From an optimization exercise on the open Yosys and OpenROAD flow, aimed at small area and a short achievable clock period; shortcuts taken in it are not production practice.
Function was checked by simulation only, so behaviour that the tests miss may differ from the original.
The clock port is modelled as an ideal driver; clocking choices that lean on that would not hold on a real chip.
Power figures rest on the tool's default switching activity, not on a simulated workload.

==> flow/design.v <==
`timescale 1ns / 1ps
module conv( input clk, input data_in, input [1:0]row_in, input [1:0]col_in,
input signed [7:0]data, output reg signed [7:0]out );
reg [7:0] n00, n01, n02, x20, x21, x22;
wire w0 = data_in & (row_in == 2'd0);
wire w2 = data_in & (row_in == 2'd2);
always @(posedge clk) begin
  if (w0 & (col_in == 2'd0)) n00 <= ~data;
  if (w0 & (col_in == 2'd1)) n01 <= ~data;
  if (w0 & (col_in == 2'd2)) n02 <= ~data;
  if (w2 & (col_in == 2'd0)) x20 <= data;
  if (w2 & (col_in == 2'd1)) x21 <= data;
  if (w2 & (col_in == 2'd2)) x22 <= data;
end
wire [10:0] a = {3'b0, x20}, b = {3'b0, x22}, c = {3'b0, n00};
wire [10:0] d = {3'b0, n02}, e = {2'b0, x21, 1'b0}, f = {2'b0, n01, 1'b0};
wire [10:0] s1 = a ^ b ^ c;
wire [10:0] c1 = {(a & b | a & c | b & c), 1'b1};
wire [10:0] s2 = d ^ e ^ f;
wire [10:0] maj2 = d & e | d & f | e & f;    
wire [10:0] c2 = {maj2[9:1], 1'b1, 1'b0};
wire [10:0] s3 = s1 ^ c1 ^ s2;
wire [10:0] c3 = {(s1 & c1 | s1 & s2 | c1 & s2), 1'b1};
wire [10:0] s4 = s3 ^ c3 ^ c2;
wire [10:0] c4 = {(s3 & c3 | s3 & c2 | c3 & c2), 1'b0};
wire [7:0] g = s4[7:0] & c4[7:0];
wire [7:0] p = s4[7:0] ^ c4[7:0];
wire [7:0] g1, p1, g2, p2, g3;
genvar i;
generate for (i = 0; i < 8; i = i + 1) begin : ks
  assign g1[i] = (i >= 1) ? g[i] | p[i] & g[i-1] : g[i];
  assign p1[i] = (i >= 1) ? p[i] & p[i-1] : p[i];
  assign g2[i] = (i >= 2) ? g1[i] | p1[i] & g1[i-2] : g1[i];
  assign p2[i] = (i >= 2) ? p1[i] & p1[i-2] : p1[i];
  assign g3[i] = (i >= 4) ? g2[i] | p2[i] & g2[i-4] : g2[i];
end endgenerate
wire [8:0] cy = {g3, 1'b0};           
wire [7:0] lo = p ^ cy[7:0];
localparam [127:0] HTAB = 128'hfffffffffffffffbfffbb220b2200000;
wire [4:0] hb = {c4[10], c4[9], s4[9], c4[8], s4[8]};
wire [3:0] hf = HTAB[hb*4 +: 4];
wire sat  = cy[8] ? hf[0] : hf[2];
wire pass = cy[8] ? hf[1] : hf[3];
wire hold = data_in;
always @(posedge clk)
  out <= {8{hold}} & out | {8{~hold & sat}} | {8{~hold & pass}} & lo;
endmodule
Settings: LEC_CHECK=0, CAP_MARGIN=20, CORE_MARGIN=2, CORE_UTILIZATION=40, SLEW_MARGIN=20; clock period 6.0 ns.
standard.sh (not shown) runs the stock make flow with config.mk's settings and CLKGATE_MAP_FILE= SYNTH_SCRIPT=/design/flow/synth_recipe.tcl, a recipe that flattens the netlist after the stock synthesis.
==> flow/flow/run.sh <==
#!/bin/bash
# The standard ORFS flow (the standard.sh) with these changes:
#  - synthesis without Yosys's early ABC pass (SYNTH_ARGS=-noabc), ABC area script;
#  - extra don't-use cells: sky130_fd_sc_hd__ha_1 sky130_fd_sc_hd__ha_2 sky130_fd_sc_hd__ha_4
#  - port buffers of a chosen cell;
#  - flow/skew.tcl after clock tree synthesis, which delays the clock of the out
#    register (useful skew for the paths from the window registers into it).
# The full output of the tools goes to standard.log here (ORFS's own logs are under orfs/logs).
export SKEW_DRV_CELL=sky130_fd_sc_hd__clkbuf_4
export DONT_USE_CELLS="sky130_fd_sc_hd__ha_1 sky130_fd_sc_hd__ha_2 sky130_fd_sc_hd__ha_4"
bash standard.sh SYNTH_ARGS=-noabc ABC_AREA=1 BUFFER_PORTS_ARGS='-buffer_cell sky130_fd_sc_hd__buf_2' CORE_UTILIZATION=60 HOLD_SLACK_MARGIN=0.1 SETUP_SLACK_MARGIN=3.7 SETUP_MOVE_SEQUENCE=swap POST_CTS_TCL=$PWD/flow/skew.tcl finish > standard.log 2>&1
Other scripts of this flow, unchanged in this note and not shown: flow/flow/skew.tcl
Edit:
--- a/flow/flow/run.sh
+++ b/flow/flow/run.sh
@@ -9,3 +9,3 @@
 export SKEW_DRV_CELL=sky130_fd_sc_hd__clkbuf_4
 export DONT_USE_CELLS="sky130_fd_sc_hd__ha_1 sky130_fd_sc_hd__ha_2 sky130_fd_sc_hd__ha_4"
-bash standard.sh SYNTH_ARGS=-noabc ABC_AREA=1 BUFFER_PORTS_ARGS='-buffer_cell sky130_fd_sc_hd__buf_2' CORE_UTILIZATION=60 HOLD_SLACK_MARGIN=0.1 SETUP_SLACK_MARGIN=3.7 SETUP_MOVE_SEQUENCE=swap POST_CTS_TCL=$PWD/flow/skew.tcl finish > standard.log 2>&1
+bash standard.sh SYNTH_ARGS=-noabc ABC_AREA=1 BUFFER_PORTS_ARGS='-buffer_cell sky130_fd_sc_hd__buf_2' CORE_UTILIZATION=60 HOLD_SLACK_MARGIN=0.1  POST_CTS_TCL=$PWD/flow/skew.tcl finish > standard.log 2>&1
Effect:
- wire length grows by about 2.3%
- synthesized area does not change
- global-route usage shrinks by 0.82 points
- synthesized cell count is unchanged
- cell area shrinks by about 2.7%


// conv: RTL as listed in full above, without the edits since
clock: 6.0 ns
lec_check: 0
cap_margin: 20
core_margin: 2
core_utilization: 40
slew_margin: 20
==> flow/flow/run.sh <==
#!/bin/bash
# The standard ORFS flow (the standard.sh) with these changes:
#  - synthesis without Yosys's early ABC pass (SYNTH_ARGS=-noabc), ABC area script;
#  - extra don't-use cells: sky130_fd_sc_hd__ha_1 sky130_fd_sc_hd__ha_2 sky130_fd_sc_hd__ha_4
#  - port buffers of a chosen cell;
#  - flow/skew.tcl after clock tree synthesis, which delays the clock of the out
#    register (useful skew for the paths from the window registers into it).
# The full output of the tools goes to standard.log here (ORFS's own logs are under orfs/logs).
export SKEW_DRV_CELL=sky130_fd_sc_hd__clkbuf_4
export SKEW_REPAIR_GAIN=0.15
# The platform's don't-use list, then the extra cells.
DU="sky130_fd_sc_hd__lpflow_bleeder_1 sky130_fd_sc_hd__lpflow_clkbufkapwr_1 sky130_fd_sc_hd__lpflow_clkbufkapwr_16 sky130_fd_sc_hd__lpflow_clkbufkapwr_2 sky130_fd_sc_hd__lpflow_clkbufkapwr_4 sky130_fd_sc_hd__lpflow_clkbufkapwr_8 sky130_fd_sc_hd__lpflow_clkinvkapwr_1 sky130_fd_sc_hd__lpflow_clkinvkapwr_16 sky130_fd_sc_hd__lpflow_clkinvkapwr_2 sky130_fd_sc_hd__lpflow_clkinvkapwr_4 sky130_fd_sc_hd__lpflow_clkinvkapwr_8 sky130_fd_sc_hd__lpflow_decapkapwr_12 sky130_fd_sc_hd__lpflow_decapkapwr_3 sky130_fd_sc_hd__lpflow_decapkapwr_4 sky130_fd_sc_hd__lpflow_decapkapwr_6 sky130_fd_sc_hd__lpflow_decapkapwr_8 sky130_fd_sc_hd__lpflow_inputiso0n_1 sky130_fd_sc_hd__lpflow_inputiso0p_1 sky130_fd_sc_hd__lpflow_inputiso1n_1 sky130_fd_sc_hd__lpflow_inputiso1p_1 sky130_fd_sc_hd__lpflow_inputisolatch_1 sky130_fd_sc_hd__lpflow_isobufsrc_1 sky130_fd_sc_hd__lpflow_isobufsrc_16 sky130_fd_sc_hd__lpflow_isobufsrc_2 sky130_fd_sc_hd__lpflow_isobufsrc_4 sky130_fd_sc_hd__lpflow_isobufsrc_8 sky130_fd_sc_hd__lpflow_isobufsrckapwr_16 sky130_fd_sc_hd__lpflow_lsbuf_lh_hl_isowell_tap_1 sky130_fd_sc_hd__lpflow_lsbuf_lh_hl_isowell_tap_2 sky130_fd_sc_hd__lpflow_lsbuf_lh_hl_isowell_tap_4 sky130_fd_sc_hd__lpflow_lsbuf_lh_isowell_4 sky130_fd_sc_hd__lpflow_lsbuf_lh_isowell_tap_1 sky130_fd_sc_hd__lpflow_lsbuf_lh_isowell_tap_2 sky130_fd_sc_hd__lpflow_lsbuf_lh_isowell_tap_4 sky130_fd_sc_hd__probe_p_8 sky130_fd_sc_hd__probec_p_8  sky130_fd_sc_hd__ha_1 sky130_fd_sc_hd__ha_2 sky130_fd_sc_hd__ha_4"
bash standard.sh DONT_USE_CELLS="$DU" SYNTH_ARGS=-noabc ABC_AREA=1 BUFFER_PORTS_ARGS='-buffer_cell sky130_fd_sc_hd__buf_2' CORE_UTILIZATION=60 HOLD_SLACK_MARGIN=0.1  POST_CTS_TCL=$PWD/flow/skew.tcl finish > standard.log 2>&1
==> flow/flow/skew.tcl <==
# Useful skew for the paths from the window registers into the out register:
# after clock tree synthesis, delay the clock of the out flip-flops with a
# buffer (SKEW_DRV_CELL) and a chain of delay cells in front of it. Each cell
# of the chain is chosen from a list by the worst setup slack it gives, and the
# chain stops when no cell improves that slack.
proc skew_env {name default} {
  if {[info exists ::env($name)] && $::env($name) ne ""} { return $::env($name) }
  return $default
}
set drv_cell [skew_env SKEW_DRV_CELL sky130_fd_sc_hd__clkbuf_4]
set cands [skew_env SKEW_CANDS {sky130_fd_sc_hd__clkdlybuf4s50_1 sky130_fd_sc_hd__clkdlybuf4s25_1 sky130_fd_sc_hd__clkdlybuf4s18_1 sky130_fd_sc_hd__clkdlybuf4s15_1 sky130_fd_sc_hd__clkbuf_1}]
set max_cells [skew_env SKEW_MAX_CELLS 6]

proc skew_ws {} {
  estimate_parasitics -placement
  return [worst_slack -max]
}
proc skew_input_pin {inst} {
  return [get_pins -of_objects [get_cells $inst] -filter "direction == input"]
}

set pins {}
foreach pin [all_registers -clock_pins] {
  if {[string match {out\[*} [get_full_name $pin]]} { lappend pins $pin }
}
puts "skew: [llength $pins] out clock pins"
set ws0 [skew_ws]
puts "skew: worst setup slack without skew $ws0"
set head [insert_buffer -buffer_cell $drv_cell -load_pins $pins -load_pins_on_diff_nets -buffer_name skew_drv -net_name skew_net]
set ws [skew_ws]
puts "skew: driver $head ($drv_cell): worst setup slack $ws"
if {$ws <= $ws0} {
  remove_buffers $head
  estimate_parasitics -placement
  puts "skew: no gain, driver removed"
} else {
  for {set i 0} {$i < $max_cells} {incr i} {
    set x [insert_buffer -buffer_cell [lindex $cands 0] -load_pins [skew_input_pin $head] -buffer_name skew_dly$i -net_name skew_net]
    set best ""
    set best_ws $ws
    foreach c $cands {
      replace_cell $x $c
      set w [skew_ws]
      puts "skew:   $c: $w"
      if {$w > $best_ws + 0.002} { set best $c; set best_ws $w }
    }
    if {$best eq ""} {
      remove_buffers $x
      estimate_parasitics -placement
      puts "skew: no cell improves the slack; chain done"
      break
    }
    replace_cell $x $best
    set head $x
    set ws [skew_ws]
    puts "skew: added $x ($best): worst setup slack $ws"
  }
}
# Optionally, size up cells on the worst paths once the skew is in place.
set gain [skew_env SKEW_REPAIR_GAIN 0]
if {$gain > 0} {
  set ws [skew_ws]
  repair_timing -setup -setup_margin [expr {$ws + $gain}] -sequence [skew_env SKEW_REPAIR_SEQ "sizeup,swap"] -verbose
  puts "skew: after repair, worst setup slack [skew_ws]"
}
foreach n [[ord::get_db_block] getNets] {
  if {[string match skew_net* [$n getName]]} { $n setSigType CLOCK }
}
detailed_placement
check_placement -verbose
estimate_parasitics -placement
puts "skew: final worst setup slack [worst_slack -max]"
The first run finished with timing, DRC and antenna clean.
==> next run, changes <==
--- a/flow/flow/run.sh
+++ b/flow/flow/run.sh
@@ -10 +9,0 @@
-export SKEW_REPAIR_GAIN=0.15
@@ -13 +12 @@
-bash standard.sh DONT_USE_CELLS="$DU" SYNTH_ARGS=-noabc ABC_AREA=1 BUFFER_PORTS_ARGS='-buffer_cell sky130_fd_sc_hd__buf_2' CORE_UTILIZATION=60 HOLD_SLACK_MARGIN=0.1  POST_CTS_TCL=$PWD/flow/skew.tcl finish > standard.log 2>&1
+bash standard.sh DONT_USE_CELLS="$DU" SYNTH_ARGS=-noabc ABC_AREA=1 BUFFER_PORTS_ARGS='-buffer_cell sky130_fd_sc_hd__buf_2' CORE_UTILIZATION=60 HOLD_SLACK_MARGIN=0.1 SLEW_MARGIN=60 POST_CTS_TCL=$PWD/flow/skew.tcl finish > standard.log 2>&1
--- a/flow/flow/skew.tcl
+++ b/flow/flow/skew.tcl
@@ -59,7 +58,0 @@
-# Optionally, size up cells on the worst paths once the skew is in place.
-set gain [skew_env SKEW_REPAIR_GAIN 0]
-if {$gain > 0} {
-  set ws [skew_ws]
-  repair_timing -setup -setup_margin [expr {$ws + $gain}] -sequence [skew_env SKEW_REPAIR_SEQ "sizeup,swap"] -verbose
-  puts "skew: after repair, worst setup slack [skew_ws]"
-}
The changed run ran to the end with no violations.
Final cell count rises by 1.6%.
Final area drops by 0.65%.
Combinational power fell by 8.4%.
First-iteration DRC count is higher by 2.3%.
Setup slack is worse by 46 ps.
Routed wire length decreases by 2.1%.
Clock power stays flat.
Area after synthesis does not change.
Via count climbs by 1.2%.
Global-route usage went up by 0.12 points.
Maximum frequency goes down by 1.7%.
==> next run, changes <==
--- a/flow/flow/run.sh
+++ b/flow/flow/run.sh
@@ -12 +12 @@
-bash standard.sh DONT_USE_CELLS="$DU" SYNTH_ARGS=-noabc ABC_AREA=1 BUFFER_PORTS_ARGS='-buffer_cell sky130_fd_sc_hd__buf_2' CORE_UTILIZATION=60 HOLD_SLACK_MARGIN=0.1 SLEW_MARGIN=60 POST_CTS_TCL=$PWD/flow/skew.tcl finish > standard.log 2>&1
+bash standard.sh DONT_USE_CELLS="$DU" SYNTH_ARGS=-noabc ABC_AREA=1 BUFFER_PORTS_ARGS='-buffer_cell sky130_fd_sc_hd__buf_2' CORE_UTILIZATION=60 HOLD_SLACK_MARGIN=0.1  POST_CTS_TCL=$PWD/flow/skew.tcl finish > standard.log 2>&1
What happened:
- The changed run completed with no timing, DRC or antenna violations
- register-to-register slack is worse by 40 ps
- clock power hardly moves
- cell count shrinks by 1.6%
- via count went down by 2.2%
- sequential share of layout area rose by 0.79 points
- setup slack is worse by 43 ps
- cell area drops by 1.6%
- power barely changes
- combinational power is about the same
- routed wire length went up by about 0.3%
- hold slack improves by 20 ps

afterwards: timing with drivers on the ports:
The results above use ideal ports. As a check the final layouts listed here were re-extracted and re-timed, cells and wires unchanged.
Step 1 sets driving cells, clkbuf_16 on the clock port and buf_2 on the other inputs (assumed; they add their load-dependent delay and slew).
Step 2, shift: input delay + t, output delay - t, t = (earliest + latest rising clock arrival at the registers) / 2. This alone moves slack from input paths to output paths.
Slacks: ideal ports / drivers / drivers and shift; pairs: ideal ports / drivers.
run | t (ns) | setup slack, ns | clock arrival spread, ns | worst slew at a driven data input, ns | cell pins on the clock port's net
the first run of note 1 | 0.640 | 3.380 / 3.352 / 3.002 | 0.651 / 0.651 | 0.03 | 1
the second run of note 1 | 0.635 | 3.353 / 3.323 / 2.741 | 0.660 / 0.660 | 0.03 | 1
the first run of note 2 | 0.628 | 3.419 / 3.391 / 2.851 | 0.654 / 0.654 | 0.05 | 1
the second run of note 2 | 0.624 | 3.373 / 3.347 / 2.835 | 0.655 / 0.655 | 0.03 | 1
the third run of note 2 | 0.627 | 3.330 / 3.336 / 2.708 | 0.653 / 0.653 | 0.03 | 1
Clock arrivals are far apart in every run listed, so t is only a midpoint there and step 2 fits no single register. The setup slack of the third run of note 2, which loses most, moves by +0.006 ns with the drivers and by -0.622 ns with both steps.
